This is an optimization exercise on Yosys and OpenROAD, whose aim is small area, a short achievable clock period and few clock cycles, not a production implementation. In this exercise RTL edits were held to simulation tests only and were not proved equivalent to the original. Power is estimated from default activity; no workload was simulated.

==> job 3187: inputs <==
==> flow/design.v <==
module decoder (
    input  logic [31:0] instruction,
    output logic [31:0] imm,        
    output logic [31:0] bj_imm,     
    output logic        is_lui,
    output logic        is_auipc,
    output logic        is_jal,
    output logic        is_jalr,
    output logic        is_branch,
    output logic        is_load,
    output logic        is_store,
    output logic        is_op,      
    output logic        is_opimm,   
    output logic        uses_rs1,
    output logic        uses_rs2,
    output logic        writes_rd
);
    logic [6:0] opcode;
    assign opcode    = instruction[6:0];
    assign is_lui    = (opcode == 7'b0110111);
    assign is_auipc  = (opcode == 7'b0010111);
    assign is_jal    = (opcode == 7'b1101111);
    assign is_jalr   = (opcode == 7'b1100111);
    assign is_branch = (opcode == 7'b1100011);
    assign is_load   = (opcode == 7'b0000011);
    assign is_store  = (opcode == 7'b0100011);
    assign is_op     = (opcode == 7'b0110011);
    assign is_opimm  = (opcode == 7'b0010011);
    assign uses_rs1  = ~(is_lui | is_auipc | is_jal);
    assign uses_rs2  = is_op | is_store | is_branch;
    assign writes_rd = (is_lui | is_auipc | is_jal | is_jalr | is_load | is_op | is_opimm)
                       && instruction[11:7] != 5'd0;
    always_comb begin
        if (is_store)
            imm = {{20{instruction[31]}}, instruction[31:25], instruction[11:7]};
        else if (is_lui | is_auipc)
            imm = {instruction[31:12], 12'b0};
        else
            imm = {{20{instruction[31]}}, instruction[31:20]};
        if (instruction[3])
            bj_imm = {{11{instruction[31]}}, instruction[31], instruction[19:12],
                      instruction[20], instruction[30:21], 1'b0};
        else
            bj_imm = {{19{instruction[31]}}, instruction[31], instruction[7],
                      instruction[30:25], instruction[11:8], 1'b0};
    end
endmodule
module ALU (
    input  logic [31:0] A,
    input  logic [31:0] B,
    input  logic [2:0]  funct3,
    input  logic        alt,
    output logic [31:0] Result,
    output logic        lt,        
    output logic        ltu        
);
    logic [32:0] sum;
    logic [31:0] shin, shr, shl;
    logic        left;
    assign sum = {1'b0, A} + {1'b0, alt ? ~B : B} + {32'd0, alt};
    assign ltu = ~sum[32];
    assign lt  = (A[31] ^ B[31]) ? A[31] : ltu;
    assign left = ~funct3[2];
    always_comb begin
        for (int i = 0; i < 32; i++) shin[i] = left ? A[31 - i] : A[i];
    end
    assign shr = 32'($signed({alt & funct3[2] & A[31], shin}) >>> B[4:0]);
    always_comb begin
        for (int i = 0; i < 32; i++) shl[i] = shr[31 - i];
    end
    always_comb begin
        case (funct3)
            3'b000: Result = sum[31:0];
            3'b001: Result = shl;
            3'b010: Result = {31'd0, lt};
            3'b011: Result = {31'd0, ltu};
            3'b100: Result = A ^ B;
            3'b101: Result = shr;
            3'b110: Result = A | B;
            default: Result = A & B;
        endcase
    end
endmodule
module registers (
    input  logic        clk,
    input  logic [4:0]  read_addr1,
    input  logic [4:0]  read_addr2,
    input  logic        write_enable,
    input  logic [4:0]  write_addr,
    input  logic [31:0] write_data,
    output logic [31:0] read_data1,
    output logic [31:0] read_data2
);
    logic [31:0] regs [1:31];
    always_ff @(posedge clk) begin
        if (write_enable && write_addr != 5'd0)
            regs[write_addr] <= write_data;
    end
    always_comb begin
        read_data1 = 32'd0;
        read_data2 = 32'd0;
        for (int i = 1; i < 32; i++) begin
            read_data1 = read_data1 | (regs[i] & {32{read_addr1 == 5'(i)}});
            read_data2 = read_data2 | (regs[i] & {32{read_addr2 == 5'(i)}});
        end
    end
endmodule
module compare (
    input  logic [31:0] A,
    input  logic [31:0] B,
    input  logic [2:0]  funct3,    
    input  logic        lt,
    input  logic        ltu,
    output logic        flag       
);
    logic eq;
    assign eq = (A == B);
    always_comb begin
        case (funct3[2:1])
            2'b00:   flag = eq;
            2'b10:   flag = lt;
            2'b11:   flag = ltu;
            default: flag = 1'b0;
        endcase
        flag = flag ^ funct3[0];
    end
endmodule
module top (
    input logic clk,
    input logic rst,               
    output logic i_req,
    output logic [31:0] i_addr,
    input logic i_ready,
    input logic [31:0] i_rdata,
    output logic d_req,
    output logic d_we,
    output logic [31:0] d_addr,
    output logic [3:0] d_wstrb,
    output logic [31:0] d_wdata,
    input logic d_ready,
    input logic [31:0] d_rdata
);
logic [31:2] pc_f;
logic        i_valid;
logic [31:2] pc_i;
logic        d_valid;
logic [31:2] pc_d;
logic [31:0] ir;
logic        e_valid;
logic [31:2] e_pc;
logic [31:0] e_a, e_b;
logic [11:0] e_imm;      
logic        e_useimm;   
logic [2:0]  e_f3, e_alu_f3;
logic        e_alt;
logic [4:0]  e_rd;
logic        e_wr, e_load, e_store, e_branch, e_jalr, e_link, e_pred;
logic        m_valid;
logic [31:2] m_pc;
logic [31:0] m_res, m_sdata;
logic [3:0]  m_wstrb;
logic [4:0]  m_rd;
logic        m_wr, m_load, m_store;
logic [2:0]  m_f3;
logic        w_valid;
logic [4:0]  w_rd;
logic [31:0] w_res;
logic        w_load;
logic [2:0]  w_f3;
logic [31:0] fi;
assign fi = i_rdata;
logic i_pred;
assign i_pred = (fi[6:0] == 7'b1101111) | ((fi[6:0] == 7'b1100011) & fi[31]);
logic [31:2] i_off, i_tgt;
assign i_off = fi[3] ? {{12{fi[31]}}, fi[19:12], fi[20], fi[30:22]}
                     : {{20{fi[31]}}, fi[7], fi[30:25], fi[11:9]};
assign i_tgt = pc_i + i_off;
logic [31:0] imm, bj_imm;
logic is_lui, is_auipc, is_jal, is_jalr, is_branch, is_load, is_store;
logic is_op, is_opimm, uses_rs1, uses_rs2, writes_rd;
decoder dec (
    .instruction(ir), .imm(imm), .bj_imm(bj_imm),
    .is_lui(is_lui), .is_auipc(is_auipc), .is_jal(is_jal), .is_jalr(is_jalr),
    .is_branch(is_branch), .is_load(is_load), .is_store(is_store),
    .is_op(is_op), .is_opimm(is_opimm), .uses_rs1(uses_rs1), .uses_rs2(uses_rs2),
    .writes_rd(writes_rd)
);
logic [4:0] rs1, rs2;
assign rs1 = ir[19:15];
assign rs2 = ir[24:20];
logic        w_we;
logic [31:0] w_data;
logic [31:0] rf1, rf2;
registers regfile (
    .clk(clk),
    .read_addr1(rs1), .read_addr2(rs2),
    .write_enable(w_we), .write_addr(w_rd), .write_data(w_data),
    .read_data1(rf1), .read_data2(rf2)
);
logic [31:0] e_result;
logic e_fwd, m_fwd;
assign e_fwd = e_valid & e_wr & ~e_load;
assign m_fwd = m_valid & m_wr & ~m_load;
logic [31:0] fw1, fw2;
always_comb begin
    if (e_fwd && e_rd == rs1)        fw1 = e_result;
    else if (m_fwd && m_rd == rs1)   fw1 = m_res;
    else if (w_we && w_rd == rs1)    fw1 = w_data;
    else                             fw1 = rf1;
    if (e_fwd && e_rd == rs2)        fw2 = e_result;
    else if (m_fwd && m_rd == rs2)   fw2 = m_res;
    else if (w_we && w_rd == rs2)    fw2 = w_data;
    else                             fw2 = rf2;
end
logic hazard;
assign hazard = (e_valid & e_load & e_wr &
                 ((uses_rs1 && e_rd == rs1) || (uses_rs2 && e_rd == rs2))) |
                (m_valid & m_load & m_wr &
                 ((uses_rs1 && m_rd == rs1) || (uses_rs2 && m_rd == rs2)));
logic useimm;    
assign useimm = is_opimm | is_load | is_store | is_jalr;
logic [31:0] op_a, op_b, alu_b;
assign op_a = e_a;
assign op_b = e_b;      
assign alu_b = e_useimm ? {{20{e_imm[11]}}, e_imm} : op_b;
logic lt, ltu, taken;
logic [31:0] alu_out;
ALU alu (.A(op_a), .B(alu_b), .funct3(e_alu_f3), .alt(e_alt),
         .Result(alu_out), .lt(lt), .ltu(ltu));
compare cmp (.A(op_a), .B(op_b), .funct3(e_f3), .lt(lt), .ltu(ltu), .flag(taken));
logic [31:2] e_tgt;    
assign e_tgt = e_pc + {{19{e_imm[11]}}, e_imm[11:1]};
assign e_result = e_link ? {pc_d, 2'b00} : alu_out;
logic e_redirect;
logic [31:2] e_target;
assign e_redirect = e_valid & (e_jalr | (e_branch & (taken ^ e_pred)));
assign e_target = e_jalr ? alu_out[31:2] : e_pred ? pc_d : e_tgt;
logic [3:0]  e_wstrb;
logic [31:0] e_wdata;
always_comb begin
    if (e_f3[1]) begin
        e_wstrb = 4'b1111;
        e_wdata = op_b;
    end
    else if (e_f3[0]) begin
        e_wstrb = alu_out[1] ? 4'b1100 : 4'b0011;
        e_wdata = {2{op_b[15:0]}};
    end
    else begin
        e_wstrb = 4'b0001 << alu_out[1:0];
        e_wdata = {4{op_b[7:0]}};
    end
end
logic m_wait;
assign m_wait = m_valid & (m_load | m_store) & ~d_ready;
assign d_req = m_valid & (m_load | m_store);
assign d_we = m_store;
assign d_addr = {m_res[31:2], 2'b00};
assign d_wstrb = m_wstrb;
assign d_wdata = m_sdata;
logic [7:0]  load_byte;
logic [15:0] load_half;
logic [31:0] load_data;
always_comb begin
    case (w_res[1:0])
        2'b00: load_byte = d_rdata[7:0];
        2'b01: load_byte = d_rdata[15:8];
        2'b10: load_byte = d_rdata[23:16];
        default: load_byte = d_rdata[31:24];
    endcase
    load_half = w_res[1] ? d_rdata[31:16] : d_rdata[15:0];
    if (w_f3[1])
        load_data = d_rdata;
    else if (w_f3[0])
        load_data = w_f3[2] ? {16'd0, load_half} : {{16{load_half[15]}}, load_half};
    else
        load_data = w_f3[2] ? {24'd0, load_byte} : {{24{load_byte[7]}}, load_byte};
end
assign w_we = w_valid;
assign w_data = w_load ? load_data : w_res;
logic d_replay, kill_i, i_go, i_take, d_go, fetch_ok;
assign fetch_ok = i_ready;
assign d_replay = d_valid & hazard;
assign kill_i = m_wait | e_redirect | d_replay;
assign i_go = i_valid & ~kill_i;
assign i_take = i_go & i_pred;    
assign d_go = d_valid & ~hazard & ~e_redirect & ~m_wait;
assign i_req = 1'b1;
assign i_addr = {pc_f, 2'b00};
always_ff @(posedge clk) begin
    if (rst) begin
        pc_f <= 30'd0;
        i_valid <= 1'b0;
        d_valid <= 1'b0;
        e_valid <= 1'b0;
        m_valid <= 1'b0;
        w_valid <= 1'b0;
    end
    else begin
        if (i_take)                  pc_f <= i_tgt;
        else if (m_wait)             pc_f <= m_pc;
        else if (e_redirect)         pc_f <= e_target;
        else if (d_replay)           pc_f <= pc_d;
        else if (fetch_ok)           pc_f <= pc_f + 30'd1;
        i_valid <= fetch_ok & ~kill_i & ~i_take;
        d_valid <= i_go;
        e_valid <= d_go;
        m_valid <= e_valid & ~m_wait;
        w_valid <= m_valid & m_wr & ~m_wait;
    end
end
always_ff @(posedge clk) begin
    pc_i <= pc_f;
    pc_d <= pc_i;
    ir <= fi;
    e_pc <= pc_d;
    e_a <= is_lui ? 32'd0 : is_auipc ? {pc_d, 2'b00} : fw1;
    e_b <= (is_lui | is_auipc) ? imm : fw2;
    e_imm <= is_store  ? {ir[31:25], ir[11:7]} :
             is_branch ? {ir[31], ir[7], ir[30:25], ir[11:8]} : ir[31:20];
    e_useimm <= useimm;
    e_f3 <= ir[14:12];
    e_alu_f3 <= (is_op | is_opimm) ? ir[14:12] : 3'd0;
    e_alt <= (ir[30] & (is_op | (is_opimm & ir[14:12] == 3'd5))) | is_branch |
             ((is_op | is_opimm) & ir[14:13] == 2'b01);
    e_rd <= ir[11:7];
    e_wr <= writes_rd;
    e_load <= is_load;
    e_store <= is_store;
    e_branch <= is_branch;
    e_jalr <= is_jalr;
    e_link <= is_jal | is_jalr;
    e_pred <= ir[31];
    m_pc <= e_pc;
    m_res <= e_result;
    m_sdata <= e_wdata;
    m_wstrb <= e_wstrb;
    m_rd <= e_rd;
    m_wr <= e_wr;
    m_load <= e_load;
    m_store <= e_store;
    m_f3 <= e_f3;
    w_rd <= m_rd;
    w_res <= m_res;
    w_load <= m_load;
    w_f3 <= m_f3;
end
endmodule
==> flow/flow/run.sh <==
#!/bin/bash
# The standard layout (standard.sh), with repair_timing asked for a
# larger setup margin so that it keeps improving paths below the clock period.
# The make output (every tool's log) goes to flow_make.log here; ORFS's own
# per-step logs are under orfs/logs.
set -euo pipefail
bash standard.sh SETUP_SLACK_MARGIN=5.8 finish > flow_make.log 2>&1
==> flow/standard.sh <==
#!/bin/bash
# synth_recipe.tcl (not shown) runs the flow's synth.tcl, then flattens the netlist and writes it again
# the make line also repeats each setting of config.mk as NAME=value (left out here)
make -C /OpenROAD-flow-scripts/flow DESIGN_CONFIG=/design/flow/config.mk WORK_HOME=/design/flow/orfs CLKGATE_MAP_FILE= SYNTH_SCRIPT=/design/flow/synth_recipe.tcl "${@:-finish}"
==> flow/config.mk <==
export PLATFORM = sky130hd
export DESIGN_NAME = top
export DESIGN_NICKNAME = top
export VERILOG_FILES = /design/flow/design.v
export SDC_FILE = /design/flow/constraint.sdc
export NUM_CORES = 4
export LEC_CHECK = 0
export CAP_MARGIN = 20
export CORE_MARGIN = 2
export CORE_UTILIZATION = 35
export PLACE_DENSITY = 0.45
export SLEW_MARGIN = 20
==> flow/constraint.sdc <==
create_clock -name core_clock -period 10.0 [get_ports {clk}]
set_input_delay 2.0000 -clock core_clock [delete_from_list [all_inputs] [get_ports {clk}]]
set_output_delay 2.0000 -clock core_clock [all_outputs]
set_load 0.01 [all_outputs]
==> inputs of job 9169, as changes to job 3187 <==
==> flow/design.v, changed modules only <==
module compare (
    input  logic [31:0] A,
    input  logic [31:0] B,
    input  logic [2:0]  funct3,    
    output logic        flag       
);
    logic eq, lt, ltu;
    assign eq  = (A == B);
    assign ltu = (A < B);
    assign lt  = (A[31] ^ B[31]) ? A[31] : ltu;
    always_comb begin
        case (funct3[2:1])
            2'b00:   flag = eq;
            2'b10:   flag = lt;
            2'b11:   flag = ltu;
            default: flag = 1'b0;
        endcase
        flag = flag ^ funct3[0];
    end
endmodule
module top (
    input logic clk,
    input logic rst,               
    output logic i_req,
    output logic [31:0] i_addr,
    input logic i_ready,
    input logic [31:0] i_rdata,
    output logic d_req,
    output logic d_we,
    output logic [31:0] d_addr,
    output logic [3:0] d_wstrb,
    output logic [31:0] d_wdata,
    input logic d_ready,
    input logic [31:0] d_rdata
);
logic [31:2] pc_f;
logic        d_valid;
logic [31:2] pc_d;
logic        e_valid;
logic [31:2] e_pc;
logic [31:0] e_a, e_b;
logic [11:0] e_imm;      
logic        e_useimm;   
logic [2:0]  e_f3, e_alu_f3;
logic        e_alt;
logic [4:0]  e_rd;
logic        e_wr, e_load, e_store, e_branch, e_jalr, e_link, e_pred;
logic        m_valid;
logic [31:2] m_pc;
logic [31:0] m_res, m_sdata;
logic [3:0]  m_wstrb;
logic [4:0]  m_rd;
logic        m_wr, m_load, m_store;
logic [2:0]  m_f3;
logic        w_valid;
logic [4:0]  w_rd;
logic [31:0] w_res;
logic        w_load;
logic [2:0]  w_f3;
logic [31:0] ir;
assign ir = i_rdata;
logic d_pred;
assign d_pred = (ir[6:0] == 7'b1101111) | ((ir[6:0] == 7'b1100011) & ir[31]);
logic [31:2] d_off, d_tgt;
assign d_off = ir[3] ? {{12{ir[31]}}, ir[19:12], ir[20], ir[30:22]}
                     : {{20{ir[31]}}, ir[7], ir[30:25], ir[11:9]};
assign d_tgt = pc_d + d_off;
logic [31:0] imm, bj_imm;
logic is_lui, is_auipc, is_jal, is_jalr, is_branch, is_load, is_store;
logic is_op, is_opimm, uses_rs1, uses_rs2, writes_rd;
decoder dec (
    .instruction(ir), .imm(imm), .bj_imm(bj_imm),
    .is_lui(is_lui), .is_auipc(is_auipc), .is_jal(is_jal), .is_jalr(is_jalr),
    .is_branch(is_branch), .is_load(is_load), .is_store(is_store),
    .is_op(is_op), .is_opimm(is_opimm), .uses_rs1(uses_rs1), .uses_rs2(uses_rs2),
    .writes_rd(writes_rd)
);
logic [4:0] rs1, rs2;
assign rs1 = ir[19:15];
assign rs2 = ir[24:20];
logic        w_we;
logic [31:0] w_data;
logic [31:0] rf1, rf2;
registers regfile (
    .clk(clk),
    .read_addr1(rs1), .read_addr2(rs2),
    .write_enable(w_we), .write_addr(w_rd), .write_data(w_data),
    .read_data1(rf1), .read_data2(rf2)
);
logic [31:0] e_result;
logic e_fwd, m_fwd;
assign e_fwd = e_valid & e_wr & ~e_load;
assign m_fwd = m_valid & m_wr & ~m_load;
logic [31:0] fw1, fw2;
always_comb begin
    if (e_fwd && e_rd == rs1)        fw1 = e_result;
    else if (m_fwd && m_rd == rs1)   fw1 = m_res;
    else if (w_we && w_rd == rs1)    fw1 = w_data;
    else                             fw1 = rf1;
    if (e_fwd && e_rd == rs2)        fw2 = e_result;
    else if (m_fwd && m_rd == rs2)   fw2 = m_res;
    else if (w_we && w_rd == rs2)    fw2 = w_data;
    else                             fw2 = rf2;
end
logic hazard;
assign hazard = (e_valid & e_load & e_wr &
                 ((uses_rs1 && e_rd == rs1) || (uses_rs2 && e_rd == rs2))) |
                (m_valid & m_load & m_wr &
                 ((uses_rs1 && m_rd == rs1) || (uses_rs2 && m_rd == rs2)));
logic useimm;    
assign useimm = is_opimm | is_load | is_store | is_jalr;
logic [31:0] op_a, op_b, alu_b;
assign op_a = e_a;
assign op_b = e_b;      
assign alu_b = e_useimm ? {{20{e_imm[11]}}, e_imm} : op_b;
logic lt, ltu, taken;
logic [31:0] alu_out;
ALU alu (.A(op_a), .B(alu_b), .funct3(e_alu_f3), .alt(e_alt),
         .Result(alu_out), .lt(lt), .ltu(ltu));
compare cmp (.A(op_a), .B(op_b), .funct3(e_f3), .flag(taken));
logic [31:2] e_tgt;    
assign e_tgt = e_pc + {{19{e_imm[11]}}, e_imm[11:1]};
assign e_result = e_link ? {pc_d, 2'b00} : alu_out;
logic e_redirect;
logic [31:2] e_target;
assign e_redirect = e_valid & (e_jalr | (e_branch & (taken ^ e_pred)));
assign e_target = e_jalr ? alu_out[31:2] : e_pred ? pc_d : e_tgt;
logic [3:0]  e_wstrb;
logic [31:0] e_wdata;
always_comb begin
    if (e_f3[1]) begin
        e_wstrb = 4'b1111;
        e_wdata = op_b;
    end
    else if (e_f3[0]) begin
        e_wstrb = alu_out[1] ? 4'b1100 : 4'b0011;
        e_wdata = {2{op_b[15:0]}};
    end
    else begin
        e_wstrb = 4'b0001 << alu_out[1:0];
        e_wdata = {4{op_b[7:0]}};
    end
end
logic m_wait;
assign m_wait = m_valid & (m_load | m_store) & ~d_ready;
assign d_req = m_valid & (m_load | m_store);
assign d_we = m_store;
assign d_addr = {m_res[31:2], 2'b00};
assign d_wstrb = m_wstrb;
assign d_wdata = m_sdata;
logic [7:0]  load_byte;
logic [15:0] load_half;
logic [31:0] load_data;
always_comb begin
    case (w_res[1:0])
        2'b00: load_byte = d_rdata[7:0];
        2'b01: load_byte = d_rdata[15:8];
        2'b10: load_byte = d_rdata[23:16];
        default: load_byte = d_rdata[31:24];
    endcase
    load_half = w_res[1] ? d_rdata[31:16] : d_rdata[15:0];
    if (w_f3[1])
        load_data = d_rdata;
    else if (w_f3[0])
        load_data = w_f3[2] ? {16'd0, load_half} : {{16{load_half[15]}}, load_half};
    else
        load_data = w_f3[2] ? {24'd0, load_byte} : {{24{load_byte[7]}}, load_byte};
end
assign w_we = w_valid;
assign w_data = w_load ? load_data : w_res;
logic d_replay, d_take, d_go, fetch_ok;
assign fetch_ok = i_ready;
assign d_replay = d_valid & hazard;
assign d_go = d_valid & ~hazard & ~e_redirect & ~m_wait;
assign d_take = d_go & d_pred;    
assign i_req = 1'b1;
assign i_addr = {pc_f, 2'b00};
always_ff @(posedge clk) begin
    if (rst) begin
        pc_f <= 30'd0;
        d_valid <= 1'b0;
        e_valid <= 1'b0;
        m_valid <= 1'b0;
        w_valid <= 1'b0;
    end
    else begin
        if (d_take)                  pc_f <= d_tgt;
        else if (m_wait)             pc_f <= m_pc;
        else if (e_redirect)         pc_f <= e_target;
        else if (d_replay)           pc_f <= pc_d;
        else if (fetch_ok)           pc_f <= pc_f + 30'd1;
        d_valid <= fetch_ok & ~m_wait & ~e_redirect & ~d_replay & ~d_take;
        e_valid <= d_go;
        m_valid <= e_valid & ~m_wait;
        w_valid <= m_valid & m_wr & ~m_wait;
    end
end
always_ff @(posedge clk) begin
    pc_d <= pc_f;
    e_pc <= pc_d;
    e_a <= is_lui ? 32'd0 : is_auipc ? {pc_d, 2'b00} : fw1;
    e_b <= (is_lui | is_auipc) ? imm : fw2;
    e_imm <= is_store  ? {ir[31:25], ir[11:7]} :
             is_branch ? {ir[31], ir[7], ir[30:25], ir[11:8]} : ir[31:20];
    e_useimm <= useimm;
    e_f3 <= ir[14:12];
    e_alu_f3 <= (is_op | is_opimm) ? ir[14:12] : 3'd0;
    e_alt <= (ir[30] & (is_op | (is_opimm & ir[14:12] == 3'd5))) |
             ((is_op | is_opimm) & ir[14:13] == 2'b01);
    e_rd <= ir[11:7];
    e_wr <= writes_rd;
    e_load <= is_load;
    e_store <= is_store;
    e_branch <= is_branch;
    e_jalr <= is_jalr;
    e_link <= is_jal | is_jalr;
    e_pred <= ir[31];
    m_pc <= e_pc;
    m_res <= e_result;
    m_sdata <= e_wdata;
    m_wstrb <= e_wstrb;
    m_rd <= e_rd;
    m_wr <= e_wr;
    m_load <= e_load;
    m_store <= e_store;
    m_f3 <= e_f3;
    w_rd <= m_rd;
    w_res <= m_res;
    w_load <= m_load;
    w_f3 <= m_f3;
end
endmodule
==> flow/flow/run.sh (replaced) <==
#!/bin/bash
# The standard layout (standard.sh) with three changes to how it is made:
#  - repair_timing is asked for a larger setup margin, so that it keeps
#    improving paths below the clock period;
#  - the ports are buffered with buf_2 rather than the delay buffer the
#    resizer picks by default;
#  - the clock tree is built from clkbuf_8 with sink clusters of up to 12
#    flip-flops and without dummy loads.
# The make output (every tool's log) goes to flow_make.log here; ORFS's own
# per-step logs are under orfs/logs.
set -euo pipefail
bash standard.sh SETUP_SLACK_MARGIN=6.0 \
  "BUFFER_PORTS_ARGS=-buffer_cell sky130_fd_sc_hd__buf_2" \
  "CTS_ARGS=-sink_clustering_enable -repair_clock_nets -buf_list sky130_fd_sc_hd__clkbuf_8 -sink_clustering_size 12 -sink_clustering_max_diameter 70 -dont_use_dummy_load" \
  finish > flow_make.log 2>&1
==> summary.txt <==
- M1 wire length: 139000 um
- CP Max Fanout: 8
- Switching Share: 0.334
- Placed insts: approximately 8.6k
- CP cell instances: inv_1, nor2_4, a21oi_2, fa_2, nand2b_4, a21o_4, a211oi_4, o21ai_2, a2111o_1, a311oi_4, nor3_4, buf_12, buf_8, and3_4, buf_12, a311oi_2, a211oi_1
- FP Rows: 161
- P per Cell Area: approximately 210 nW/um2
- Area delta synth->final: 21.0%
- Sw Pwr: 5.86 mW
- Number of setup buffers added after CTS: 114
- Sequential fraction of total cell area: 0.463
- Status: complete, no violations
- CP top delay family: compound AO/OA/AOI/OAI gates
That was job 3187.
==> summary.txt <==
- Status: complete, no violations
- Placed insts: 8592
- Initial antenna violation count: 25
- Fmax achieved: 238 MHz
- CP top delay family: simple AND/OR/NAND/NOR gates
- M1 wire length: 136000 um
- Sequential fraction of total cell area: 0.473
- FP Rows: 160
- P per Cell Area: approximately 180 nW/um2
- Sw Pwr: 5.07 mW
- Switching Share: 0.356
- Number of setup buffers added after CTS: 91
- CP cell instances: buf_6, nor3_2, and2_4, buf_8, a222oi_1, nand3_1, nor2_1, nand3_1, o21ai_0, o21ai_0, o21ai_0, a21oi_1
- CP Max Fanout: 25
That was job 9169.
Testbench counts of job 3187, summed over its fixed seeds: cycles 48,607.
Testbench counts of job 9169, summed over its fixed seeds: cycles 45,714.

[static timing again, ports no longer ideal]
Ports are ideal in the flow. The routed layouts listed here were re-timed in OpenROAD.
Step 1 (the two cells are an assumption about what drives the block):
set clk [get_ports {clk}]
set_driving_cell -lib_cell sky130_fd_sc_hd__clkbuf_16 $clk
set_driving_cell -lib_cell sky130_fd_sc_hd__buf_2 [delete_from_list [all_inputs] $clk]
Step 2 adds t to the input delays and takes it off the output delays; t is the mean of the earliest and latest rising clock arrival at the registers after step 1. Input paths then give back, and output paths get back, about the clock's delay inside the block.
Three values: no drivers, after step 1, after step 2; two values: the first two.
run	t, ns	setup slack, ns	worst setup path after step 2
job 3187	0.910	5.513 / 5.513 / 4.787	input to register
job 9169	0.983	5.799 / 5.850 / 4.867	input to register
After both steps every run listed still meets setup and hold. For job 9169, which loses most, drivers alone change the setup slack by +0.051 ns; drivers and shift together by -0.932 ns.
